Background: an optimization exercise with open tools, aiming at small area and a short achievable clock period. Do not read the settings as production practice. At most, simulation tests tie the RTL to the original design; equivalence was not proved. Power is estimated from default activity; no workload was simulated.

Design e203_exu_alu_dpath, start of the top module:
module e203_exu_alu_dpath(
  input alu_req_alu,
  input alu_req_alu_add,
  input alu_req_alu_sub,
  input alu_req_alu_xor,
  input alu_req_alu_sll,
  input alu_req_alu_srl,
  input alu_req_alu_sra,
  input alu_req_alu_or,
  input alu_req_alu_and,
  input alu_req_alu_slt,
  input alu_req_alu_sltu,
  input alu_req_alu_lui,
  input [32-1:0] alu_req_alu_op1,
  input [32-1:0] alu_req_alu_op2,
  output [32-1:0] alu_req_alu_res,
  input bjp_req_alu,
  input [32-1:0] bjp_req_alu_op1,
  input [32-1:0] bjp_req_alu_op2,
  input bjp_req_alu_cmp_eq,
  input bjp_req_alu_cmp_ne,
  input bjp_req_alu_cmp_lt,
  input bjp_req_alu_cmp_gt,
  input bjp_req_alu_cmp_ltu,
  input bjp_req_alu_cmp_gtu,
  input bjp_req_alu_add,
  output bjp_req_alu_cmp_res,
  output [32-1:0] bjp_req_alu_add_res,
  input agu_req_alu,
  input [32-1:0] agu_req_alu_op1,
  input [32-1:0] agu_req_alu_op2,
  input agu_req_alu_swap,
  input agu_req_alu_add,
  input agu_req_alu_and,
  input agu_req_alu_or,
  input agu_req_alu_xor,
  input agu_req_alu_max,
  input agu_req_alu_min,
  input agu_req_alu_maxu,
  input agu_req_alu_minu,
  output [32-1:0] agu_req_alu_res,
  input agu_sbf_0_ena,
  input [32-1:0] agu_sbf_0_nxt,
  output [32-1:0] agu_sbf_0_r,
  input agu_sbf_1_ena,
  input [32-1:0] agu_sbf_1_nxt,
  output [32-1:0] agu_sbf_1_r,
  input clk,
  input rst_n
);
localparam W = 32;
wire alu = alu_req_alu;
wire bjp = bjp_req_alu;
wire agu = agu_req_alu;
wire op_sub = (alu & (alu_req_alu_sub | alu_req_alu_slt | alu_req_alu_sltu))
            | (bjp & ~bjp_req_alu_add)
            | (agu & (agu_req_alu_max | agu_req_alu_min | agu_req_alu_maxu | agu_req_alu_minu));
wire e_c = (alu & (alu_req_alu_add | alu_req_alu_sub | alu_req_alu_lui))
         | (bjp & bjp_req_alu_add)
         | (agu & (agu_req_alu_add | agu_req_alu_swap));
wire op_or  = (alu & alu_req_alu_or)  | (agu & agu_req_alu_or);
wire op_and = (alu & alu_req_alu_and) | (agu & agu_req_alu_and);
  ...
Size in the first run: ~64 flip-flops, about 450 I/O pins, roughly 8400 sq um of cells after synthesis.
Settings: LEC_CHECK=0, CAP_MARGIN=20, CORE_MARGIN=2, CORE_UTILIZATION=40, CTS_BUF_LIST=sky130_fd_sc_hd__clkbuf_8, SETUP_SLACK_MARGIN=1.6, SLEW_MARGIN=20; clock period 8.5 ns.
standard.sh (not shown) runs the stock make flow with config.mk's settings and CLKGATE_MAP_FILE= SYNTH_SCRIPT=/design/flow/synth_recipe.tcl, a recipe that flattens the netlist after the stock synthesis.
==> flow/flow/run.sh <==
#!/bin/bash
# Layout flow: the standard flow (standard.sh) with these changes:
#  - synthesis is the standard script (synth_recipe.tcl: same passes, then
#    flatten and renames) except for the ABC mapping scripts (see synth.tcl);
#  - every port gets a buffer, as standard, but the plain buf_1 rather than
#    the delay cell buffer_ports picks by default;
#  - extra make variables for the layout steps, if flow/make_args.txt exists
#    (e.g. letting timing repair resize cells across footprints).
set -euo pipefail
HERE=$(pwd)
export BUFFER_PORTS_ARGS="-buffer_cell sky130_fd_sc_hd__buf_1"
export MY_ABC_SCRIPT="$HERE/flow/abc.script"
if [[ -f "$HERE/flow/abc_sh.script" ]]; then
  export MY_ABC_SCRIPT_SH="$HERE/flow/abc_sh.script"
  export SYNTH_KEEP_MODULES="e203_alu_shifter"
fi
make -C "$FLOW_HOME" DESIGN_CONFIG="$HERE/config.mk" WORK_HOME="$HERE/orfs" CLKGATE_MAP_FILE= \
  SYNTH_SCRIPT="$HERE/flow/synth.tcl" synth > "$HERE/synth_make.log" 2>&1
unset SYNTH_KEEP_MODULES MY_ABC_SCRIPT MY_ABC_SCRIPT_SH
EXTRA=()
if [[ -f "$HERE/flow/make_args.txt" ]]; then
  read -r -a EXTRA < "$HERE/flow/make_args.txt"
fi
bash standard.sh "${EXTRA[@]}" finish > "$HERE/standard_flow.log" 2>&1
==> flow/flow/abc.script <==
strash
dch -f
map
topo
buffer
upsize
dnsize
==> flow/flow/abc_sh.script <==
strash
&get -n
&fraig -x
&put
scorr
dc2
strash
&get -n
&dch -f
&nf -R 1000
&put
buffer
upsize
dnsize
==> flow/flow/make_args.txt <==
MATCH_CELL_FOOTPRINT=0
==> flow/flow/synth.tcl <==
# synth_recipe.tcl, with ABC's mapping script replaced: flow/abc.script for the
# top module and, when the design keeps a shifter module apart
# (SYNTH_KEEP_MODULES), flow/abc_sh.script for that module. Everything is
# flattened at the end exactly as synth_recipe.tcl does.
proc synth {args} { yosys synth -nofsm -noshare {*}$args }
proc abc {args} {
  set i [lsearch -exact $args -script]
  set top $args
  lset top [expr {$i + 1}] $::env(MY_ABC_SCRIPT)
  if {[info exists ::env(MY_ABC_SCRIPT_SH)] && [info exists ::env(SYNTH_KEEP_MODULES)]} {
    set sh $args
    lset sh [expr {$i + 1}] $::env(MY_ABC_SCRIPT_SH)
    foreach m $::env(SYNTH_KEEP_MODULES) { yosys abc {*}$sh $m }
    yosys abc {*}$top $::env(DESIGN_NAME)
  } else {
    yosys abc {*}$top
  }
}
source $::env(SCRIPTS_DIR)/synth.tcl
# left out here: clear keep_hierarchy, flatten, clean up, hide names made inside functions, write 1_2_yosys.v
Rerun with:
--- a/flow/design.v
+++ b/flow/design.v
@@ -85,24 +85,25 @@
 wire op_maxs = agu & (agu_req_alu_max | agu_req_alu_maxu);
 wire op_mins = agu & (agu_req_alu_min | agu_req_alu_minu);
 wire a_alu = alu & ~alu_req_alu_lui;
 wire a_agu = agu & ~agu_req_alu_swap;
 wire [W-1:0] a = ({W{a_alu}} & alu_req_alu_op1) | ({W{bjp}} & bjp_req_alu_op1) | ({W{a_agu}} & agu_req_alu_op1);
 wire [W-1:0] b = ({W{alu}} & alu_req_alu_op2) | ({W{bjp}} & bjp_req_alu_op2) | ({W{agu}} & agu_req_alu_op2);
 wire [W-1:0] bx = b ^ {W{op_sub}};
 wire [W-1:0] p  = a ^ bx;
 wire [W-1:0] g  = a & bx;
 wire [W-1:0] G0 = {g[W-1:1], g[0] | (p[0] & op_sub)};
 wire [W-1:0] P0 = p;
 wire [W-1:0] Gout;
+genvar lv, i;
 wire pg_g0_1 = G0[1] | (P0[1] & G0[0]);
 wire pg_g0_3 = G0[3] | (P0[3] & G0[2]);
 wire pg_p0_3 = P0[3] & P0[2];
 wire pg_g0_5 = G0[5] | (P0[5] & G0[4]);
 wire pg_p0_5 = P0[5] & P0[4];
 wire pg_g0_7 = G0[7] | (P0[7] & G0[6]);
 wire pg_p0_7 = P0[7] & P0[6];
 wire pg_g0_9 = G0[9] | (P0[9] & G0[8]);
 wire pg_p0_9 = P0[9] & P0[8];
 wire pg_g0_11 = G0[11] | (P0[11] & G0[10]);
 wire pg_p0_11 = P0[11] & P0[10];
 wire pg_g0_13 = G0[13] | (P0[13] & G0[12]);
@@ -230,24 +231,25 @@
 assign agu_req_alu_res     = sum_res | mm_res;
 assign bjp_req_alu_add_res = sum_res;
 sirv_gnrl_dffl #(W) sbf_0_dffl(agu_sbf_0_ena, agu_sbf_0_nxt, agu_sbf_0_r, clk);
 sirv_gnrl_dffl #(W) sbf_1_dffl(agu_sbf_1_ena, agu_sbf_1_nxt, agu_sbf_1_r, clk);
 endmodule
 module e203_alu_shifter(
   input alu, input sll, input srl, input sra,
   input [31:0] a, input [4:0] sh,
   output [31:0] sh_res
 );
 localparam W = 32;
 genvar lv, i;
+wire op_sll = alu & sll;
 wire op_shift = alu & (sll | srl | sra);
 wire op_right = alu & (srl | sra);
 wire fill = alu & sra & a[W-1];
 wire [W-1:0] shin;
 generate for (i = 0; i < W; i = i + 1) begin : g_rin
   assign shin[i] = op_right ? a[W-1-i] : a[i];
 end endgenerate
 wire [W-1:0] sl [0:5];
 assign sl[0] = shin;
 generate
   for (lv = 0; lv < 5; lv = lv + 1) begin : g_sl
     assign sl[lv+1] = sh[lv] ? {sl[lv][W-1-(1<<lv):0], {(1<<lv){fill}}} : sl[lv];
The new run completed without violations.
Wire length goes down by 4.0%.
Utilization goes down by 1.6 points.
Power goes down by 4.6%.
Hold slack gains 0.017 ns.
Area after synthesis is unchanged.
Sequential cell count does not change.

========
e203_exu_alu_dpath, a different RTL version from the one above (not shown whole).
For scale: about 1200 cells after synthesis, about 8100 sq um of cells after synthesis.
Settings: LEC_CHECK=0, CAP_MARGIN=20, CORE_MARGIN=2, CORE_UTILIZATION=40, CTS_BUF_LIST=sky130_fd_sc_hd__clkbuf_8, SETUP_SLACK_MARGIN=1.2, SLEW_MARGIN=20; clock period 8.5 ns.
==> flow/flow/run.sh <==
#!/bin/bash
# Layout flow: the standard flow (standard.sh) with two changes:
#  - synthesis is the standard script (synth_recipe.tcl: same passes, then
#    flatten and renames) except for the ABC mapping scripts (see synth.tcl);
#  - every port gets a buffer, as standard, but the plain buf_1 rather than
#    the delay cell buffer_ports picks by default.
set -euo pipefail
HERE=$(pwd)
export BUFFER_PORTS_ARGS="-buffer_cell sky130_fd_sc_hd__buf_1"
export MY_ABC_SCRIPT="$HERE/flow/abc.script"
if [[ -f "$HERE/flow/abc_sh.script" ]]; then
  export MY_ABC_SCRIPT_SH="$HERE/flow/abc_sh.script"
  export SYNTH_KEEP_MODULES="e203_alu_shifter"
fi
make -C "$FLOW_HOME" DESIGN_CONFIG="$HERE/config.mk" WORK_HOME="$HERE/orfs" CLKGATE_MAP_FILE= \
  SYNTH_SCRIPT="$HERE/flow/synth.tcl" synth > "$HERE/synth_make.log" 2>&1
unset SYNTH_KEEP_MODULES MY_ABC_SCRIPT MY_ABC_SCRIPT_SH
bash standard.sh > "$HERE/standard_flow.log" 2>&1
Scripts as last shown in full above: flow/flow/abc.script, flow/flow/abc_sh.script, flow/flow/synth.tcl
Next try:
--- a/flow/design.v
+++ b/flow/design.v
@@ -66,30 +66,31 @@
 localparam W = 32;
 wire alu = alu_req_alu;
 wire bjp = bjp_req_alu;
 wire agu = agu_req_alu;
 wire op_sub = (alu & (alu_req_alu_sub | alu_req_alu_slt | alu_req_alu_sltu))
             | (bjp & ~bjp_req_alu_add)
             | (agu & (agu_req_alu_max | agu_req_alu_min | agu_req_alu_maxu | agu_req_alu_minu));
-wire e_c = (alu & (alu_req_alu_add | alu_req_alu_sub))
+wire e_c = (alu & (alu_req_alu_add | alu_req_alu_sub | alu_req_alu_lui))
          | (bjp & bjp_req_alu_add)
-         | (agu & agu_req_alu_add);
+         | (agu & (agu_req_alu_add | agu_req_alu_swap));
 wire op_or  = (alu & alu_req_alu_or)  | (agu & agu_req_alu_or);
 wire op_and = (alu & alu_req_alu_and) | (agu & agu_req_alu_and);
 wire op_xor = (alu & alu_req_alu_xor) | (agu & agu_req_alu_xor);
 wire e_g = op_or | op_and;
 wire e_p = ~(e_c | op_or | op_xor);
 wire op_unsigned = (alu & alu_req_alu_sltu)
                  | (bjp & (bjp_req_alu_cmp_ltu | bjp_req_alu_cmp_gtu))
                  | (agu & (agu_req_alu_maxu | agu_req_alu_minu));
 wire op_slt  = alu & (alu_req_alu_slt | alu_req_alu_sltu);
-wire op_mvb  = (alu & alu_req_alu_lui) | (agu & agu_req_alu_swap);
 wire op_maxs = agu & (agu_req_alu_max | agu_req_alu_maxu);
 wire op_mins = agu & (agu_req_alu_min | agu_req_alu_minu);
-wire [W-1:0] a = ({W{alu}} & alu_req_alu_op1) | ({W{bjp}} & bjp_req_alu_op1) | ({W{agu}} & agu_req_alu_op1);
+wire a_alu = alu & ~alu_req_alu_lui;
+wire a_agu = agu & ~agu_req_alu_swap;
+wire [W-1:0] a = ({W{a_alu}} & alu_req_alu_op1) | ({W{bjp}} & bjp_req_alu_op1) | ({W{a_agu}} & agu_req_alu_op1);
 wire [W-1:0] b = ({W{alu}} & alu_req_alu_op2) | ({W{bjp}} & bjp_req_alu_op2) | ({W{agu}} & agu_req_alu_op2);
 wire [W-1:0] bx = b ^ {W{op_sub}};
 wire [W-1:0] p  = a ^ bx;
 wire [W-1:0] g  = a & bx;
 wire [W-1:0] G0 = {g[W-1:1], g[0] | (p[0] & op_sub)};
 wire [W-1:0] P0 = p;
 wire [W-1:0] Gout;
@@ -216,30 +217,30 @@
 wire lt  = ult ^ (~op_unsigned & (a[W-1] ^ b[W-1]));
 wire eq  = &p;
 assign bjp_req_alu_cmp_res = (bjp_req_alu_cmp_eq & eq)
                            | (bjp_req_alu_cmp_ne & ~eq)
                            | ((bjp_req_alu_cmp_lt | bjp_req_alu_cmp_ltu) & lt)
                            | ((bjp_req_alu_cmp_gt | bjp_req_alu_cmp_gtu) & ~lt);
 wire sel_a = (op_maxs & ~lt) | (op_mins & lt);
-wire sel_b = (op_maxs & lt) | (op_mins & ~lt) | op_mvb;
+wire sel_b = (op_maxs & lt) | (op_mins & ~lt);
 wire [W-1:0] mm_res = (a & {W{sel_a}}) | (b & {W{sel_b}});
 wire [4:0] sh = alu_req_alu_op2[4:0];
+wire [W-1:0] sh_res;
 e203_alu_shifter u_sh(.alu(alu), .sll(alu_req_alu_sll), .srl(alu_req_alu_srl), .sra(alu_req_alu_sra),
-                      .a(alu_req_alu_op1), .sh(sh), .base(sum_res | mm_res | {{W-1{1'b0}}, op_slt & lt}),
-                      .res(alu_req_alu_res));
+                      .a(alu_req_alu_op1), .sh(sh), .sh_res(sh_res));
+assign alu_req_alu_res     = sum_res | sh_res | {{W-1{1'b0}}, op_slt & lt};
 assign agu_req_alu_res     = sum_res | mm_res;
 assign bjp_req_alu_add_res = sum_res;
 sirv_gnrl_dffl #(W) sbf_0_dffl(agu_sbf_0_ena, agu_sbf_0_nxt, agu_sbf_0_r, clk);
 sirv_gnrl_dffl #(W) sbf_1_dffl(agu_sbf_1_ena, agu_sbf_1_nxt, agu_sbf_1_r, clk);
 endmodule
 module e203_alu_shifter(
   input alu, input sll, input srl, input sra,
   input [31:0] a, input [4:0] sh,
-  input [31:0] base,
-  output [31:0] res
+  output [31:0] sh_res
 );
 localparam W = 32;
 genvar lv, i;
 wire op_sll = alu & sll;
 wire op_shift = alu & (sll | srl | sra);
 wire op_right = alu & (srl | sra);
 wire fill = alu & sra & a[W-1];
@@ -251,10 +252,10 @@
 assign sl[0] = shin;
 generate
   for (lv = 0; lv < 5; lv = lv + 1) begin : g_sl
     assign sl[lv+1] = sh[lv] ? {sl[lv][W-1-(1<<lv):0], {(1<<lv){fill}}} : sl[lv];
   end
 endgenerate
 generate for (i = 0; i < W; i = i + 1) begin : g_rout
-  assign res[i] = base[i] | (op_shift & (op_right ? sl[5][W-1-i] : sl[5][i]));
+  assign sh_res[i] = op_shift & (op_right ? sl[5][W-1-i] : sl[5][i]);
 end endgenerate
 endmodule
Combinational power is lower by about 3%.
Utilization shrinks by 2.2 points.
Non-clock buffer count goes down by 7.
Design area came out lower by 0.41%.
Wire length is lower by 0.72%.
Via count went up by 0.44%.
Count of clock-buffer cells in the layout does not change.
Worst setup slack improved by 160 ps.
No functional check of the RTL was part of the first run of this note.

========
== job 101 ==
Another version of the RTL of e203_exu_alu_dpath (not shown whole).
For scale: ~450 I/O pins, roughly 8100 um2 of cells after synthesis.
## e203_exu_alu_dpath
module e203_exu_alu_dpath(
  input alu_req_alu,
  input alu_req_alu_add,
  input alu_req_alu_sub,
  input alu_req_alu_xor,
  input alu_req_alu_sll,
  input alu_req_alu_srl,
  input alu_req_alu_sra,
  input alu_req_alu_or,
  input alu_req_alu_and,
  input alu_req_alu_slt,
  input alu_req_alu_sltu,
  input alu_req_alu_lui,
  input [32-1:0] alu_req_alu_op1,
  input [32-1:0] alu_req_alu_op2,
  output [32-1:0] alu_req_alu_res,
  input bjp_req_alu,
  input [32-1:0] bjp_req_alu_op1,
  input [32-1:0] bjp_req_alu_op2,
  input bjp_req_alu_cmp_eq,
  input bjp_req_alu_cmp_ne,
  input bjp_req_alu_cmp_lt,
  input bjp_req_alu_cmp_gt,
  input bjp_req_alu_cmp_ltu,
  input bjp_req_alu_cmp_gtu,
  input bjp_req_alu_add,
  output bjp_req_alu_cmp_res,
  output [32-1:0] bjp_req_alu_add_res,
  input agu_req_alu,
  input [32-1:0] agu_req_alu_op1,
  input [32-1:0] agu_req_alu_op2,
  input agu_req_alu_swap,
  input agu_req_alu_add,
  input agu_req_alu_and,
  input agu_req_alu_or,
  input agu_req_alu_xor,
  input agu_req_alu_max,
  input agu_req_alu_min,
  input agu_req_alu_maxu,
  input agu_req_alu_minu,
  output [32-1:0] agu_req_alu_res,
  input agu_sbf_0_ena,
  input [32-1:0] agu_sbf_0_nxt,
  output [32-1:0] agu_sbf_0_r,
  input agu_sbf_1_ena,
  input [32-1:0] agu_sbf_1_nxt,
  output [32-1:0] agu_sbf_1_r,
  input clk,
  input rst_n
);
export LEC_CHECK = 0
export CAP_MARGIN = 20
export CORE_MARGIN = 2
export CORE_UTILIZATION = 40
export CTS_BUF_LIST = sky130_fd_sc_hd__clkbuf_8
export SETUP_SLACK_MARGIN = 1.2
export SLEW_MARGIN = 20
create_clock -name core_clock -period 8.5 [get_ports {clk}]
==> flow/flow/abc.script <==
strash
dch
map
buffer
upsize
dnsize
Scripts as last shown in full above: flow/flow/run.sh, flow/flow/abc_sh.script, flow/flow/synth.tcl
--- input diff job 101..job 102 ---
--- a/flow/design.v
+++ b/flow/design.v
@@ -59,17 +59,16 @@
   output [32-1:0] agu_sbf_0_r,
   input agu_sbf_1_ena,
   input [32-1:0] agu_sbf_1_nxt,
   output [32-1:0] agu_sbf_1_r,
   input clk,
   input rst_n
 );
 localparam W = 32;
-genvar lv, i;
 wire alu = alu_req_alu;
 wire bjp = bjp_req_alu;
 wire agu = agu_req_alu;
 wire op_sub = (alu & (alu_req_alu_sub | alu_req_alu_slt | alu_req_alu_sltu))
             | (bjp & ~bjp_req_alu_add)
             | (agu & (agu_req_alu_max | agu_req_alu_min | agu_req_alu_maxu | agu_req_alu_minu));
 wire e_c = (alu & (alu_req_alu_add | alu_req_alu_sub | alu_req_alu_lui))
          | (bjp & bjp_req_alu_add)
@@ -80,32 +79,27 @@
 wire e_g = op_or | op_and;
 wire e_p = ~(e_c | op_or | op_xor);
 wire op_unsigned = (alu & alu_req_alu_sltu)
                  | (bjp & (bjp_req_alu_cmp_ltu | bjp_req_alu_cmp_gtu))
                  | (agu & (agu_req_alu_maxu | agu_req_alu_minu));
 wire op_slt  = alu & (alu_req_alu_slt | alu_req_alu_sltu);
 wire op_maxs = agu & (agu_req_alu_max | agu_req_alu_maxu);
 wire op_mins = agu & (agu_req_alu_min | agu_req_alu_minu);
-wire a_alu_r = alu & (alu_req_alu_srl | alu_req_alu_sra);
-wire a_alu = alu & ~alu_req_alu_lui & ~(alu_req_alu_srl | alu_req_alu_sra);
+wire a_alu = alu & ~alu_req_alu_lui;
 wire a_agu = agu & ~agu_req_alu_swap;
-wire [W-1:0] alu_op1_rev;
-generate for (i = 0; i < W; i = i + 1) begin : g_op1rev
-  assign alu_op1_rev[i] = alu_req_alu_op1[W-1-i];
-end endgenerate
-wire [W-1:0] a = ({W{a_alu}} & alu_req_alu_op1) | ({W{a_alu_r}} & alu_op1_rev)
-               | ({W{bjp}} & bjp_req_alu_op1) | ({W{a_agu}} & agu_req_alu_op1);
+wire [W-1:0] a = ({W{a_alu}} & alu_req_alu_op1) | ({W{bjp}} & bjp_req_alu_op1) | ({W{a_agu}} & agu_req_alu_op1);
 wire [W-1:0] b = ({W{alu}} & alu_req_alu_op2) | ({W{bjp}} & bjp_req_alu_op2) | ({W{agu}} & agu_req_alu_op2);
 wire [W-1:0] bx = b ^ {W{op_sub}};
 wire [W-1:0] p  = a ^ bx;
 wire [W-1:0] g  = a & bx;
 wire [W-1:0] G0 = {g[W-1:1], g[0] | (p[0] & op_sub)};
 wire [W-1:0] P0 = p;
 wire [W-1:0] Gout;
+genvar lv, i;
 wire pg_g0_1 = G0[1] | (P0[1] & G0[0]);
 wire pg_g0_3 = G0[3] | (P0[3] & G0[2]);
 wire pg_p0_3 = P0[3] & P0[2];
 wire pg_g0_5 = G0[5] | (P0[5] & G0[4]);
 wire pg_p0_5 = P0[5] & P0[4];
 wire pg_g0_7 = G0[7] | (P0[7] & G0[6]);
 wire pg_p0_7 = P0[7] & P0[6];
 wire pg_g0_9 = G0[9] | (P0[9] & G0[8]);
@@ -226,39 +220,41 @@
                            | (bjp_req_alu_cmp_ne & ~eq)
                            | ((bjp_req_alu_cmp_lt | bjp_req_alu_cmp_ltu) & lt)
                            | ((bjp_req_alu_cmp_gt | bjp_req_alu_cmp_gtu) & ~lt);
 wire sel_a = (op_maxs & ~lt) | (op_mins & lt);
 wire sel_b = (op_maxs & lt) | (op_mins & ~lt);
 wire [W-1:0] mm_res = (a & {W{sel_a}}) | (b & {W{sel_b}});
 wire [4:0] sh = alu_req_alu_op2[4:0];
 e203_alu_shifter u_sh(.alu(alu), .sll(alu_req_alu_sll), .srl(alu_req_alu_srl), .sra(alu_req_alu_sra),
-                      .a(a), .a31(alu_req_alu_op1[W-1]), .sh(sh), .base(sum_res | {{W-1{1'b0}}, op_slt & lt}),
+                      .a(alu_req_alu_op1), .sh(sh), .base(sum_res | {{W-1{1'b0}}, op_slt & lt}),
                       .res(alu_req_alu_res));
 assign agu_req_alu_res     = sum_res | mm_res;
 assign bjp_req_alu_add_res = sum_res;
 sirv_gnrl_dffl #(W) sbf_0_dffl(agu_sbf_0_ena, agu_sbf_0_nxt, agu_sbf_0_r, clk);
 sirv_gnrl_dffl #(W) sbf_1_dffl(agu_sbf_1_ena, agu_sbf_1_nxt, agu_sbf_1_r, clk);
 endmodule
 module e203_alu_shifter(
   input alu, input sll, input srl, input sra,
-  input [31:0] a,    
-  input a31,         
-  input [4:0] sh,
+  input [31:0] a, input [4:0] sh,
   input [31:0] base,
   output [31:0] res
 );
 localparam W = 32;
 genvar lv, i;
 wire op_sll = alu & sll;
 wire op_shift = alu & (sll | srl | sra);
 wire op_right = alu & (srl | sra);
-wire fill = alu & sra & a31;
+wire fill = alu & sra & a[W-1];
+wire [W-1:0] shin;
+generate for (i = 0; i < W; i = i + 1) begin : g_rin
+  assign shin[i] = op_right ? a[W-1-i] : a[i];
+end endgenerate
 wire [W-1:0] sl [0:5];
-assign sl[0] = a;
+assign sl[0] = shin;
 generate
   for (lv = 0; lv < 5; lv = lv + 1) begin : g_sl
     assign sl[lv+1] = sh[lv] ? {sl[lv][W-1-(1<<lv):0], {(1<<lv){fill}}} : sl[lv];
   end
 endgenerate
 generate for (i = 0; i < W; i = i + 1) begin : g_rout
   assign res[i] = base[i] | (op_shift & (op_right ? sl[5][W-1-i] : sl[5][i]));
 end endgenerate
## What came out
Compared with job 101, job 102 has extra setup slack. Total routed wirelength in job 102 is 6.0% below job 101. Utilization: job 102 vs job 101 down 2.8 points. NOTE final cell count job 101->job 102 decreased slightly. When job 102 is set beside job 101, its global-route wire length before repair turns out to be about 5.6% smaller.
No run of this note included a check of the RTL's function; only the layout flow was run.

-- port drivers added, routing unchanged --
The results above use ideal ports. As a check the final layouts listed here were re-extracted and re-timed, cells and wires unchanged. Step 1: set_driving_cell puts a clkbuf_16 on clk and a buf_2 on each other input, an assumption about the parent block. Step 2 also shifts input and output timing later by t, the mid clock arrival at the registers, as if the neighbouring blocks saw the same clock. a / b / c = no drivers / after step 1 / after step 2; a / b = the first two.
| run | shift t [ns] | setup slack, ns | latest minus earliest clock arrival (ns) | cell pins on the clock port's net |
|---|---|---|---|---|
| the first run of note 1 | 0.367 | 1.690 / 1.655 / 1.655 | 0.011 / 0.010 | 1 |
| the second run of note 1 | 0.354 | 1.708 / 1.676 / 1.676 | 0.009 / 0.010 | 1 |
| the first run of note 2 | 0.367 | 1.214 / 1.193 / 1.193 | 0.017 / 0.016 | 1 |
| the second run of note 2 | 0.354 | 1.378 / 1.352 / 1.352 | 0.009 / 0.009 | 1 |
| job 101 | 0.402 | 1.311 / 1.279 / 1.279 | 0.021 / 0.021 | 1 |
| job 102 | 0.373 | 1.344 / 1.320 / 1.320 | 0.010 / 0.011 | 1 |
After both steps every run listed still meets setup and hold. For the first run of note 1, which loses most, drivers alone change the setup slack by -0.035 ns; drivers and shift together by -0.035 ns.
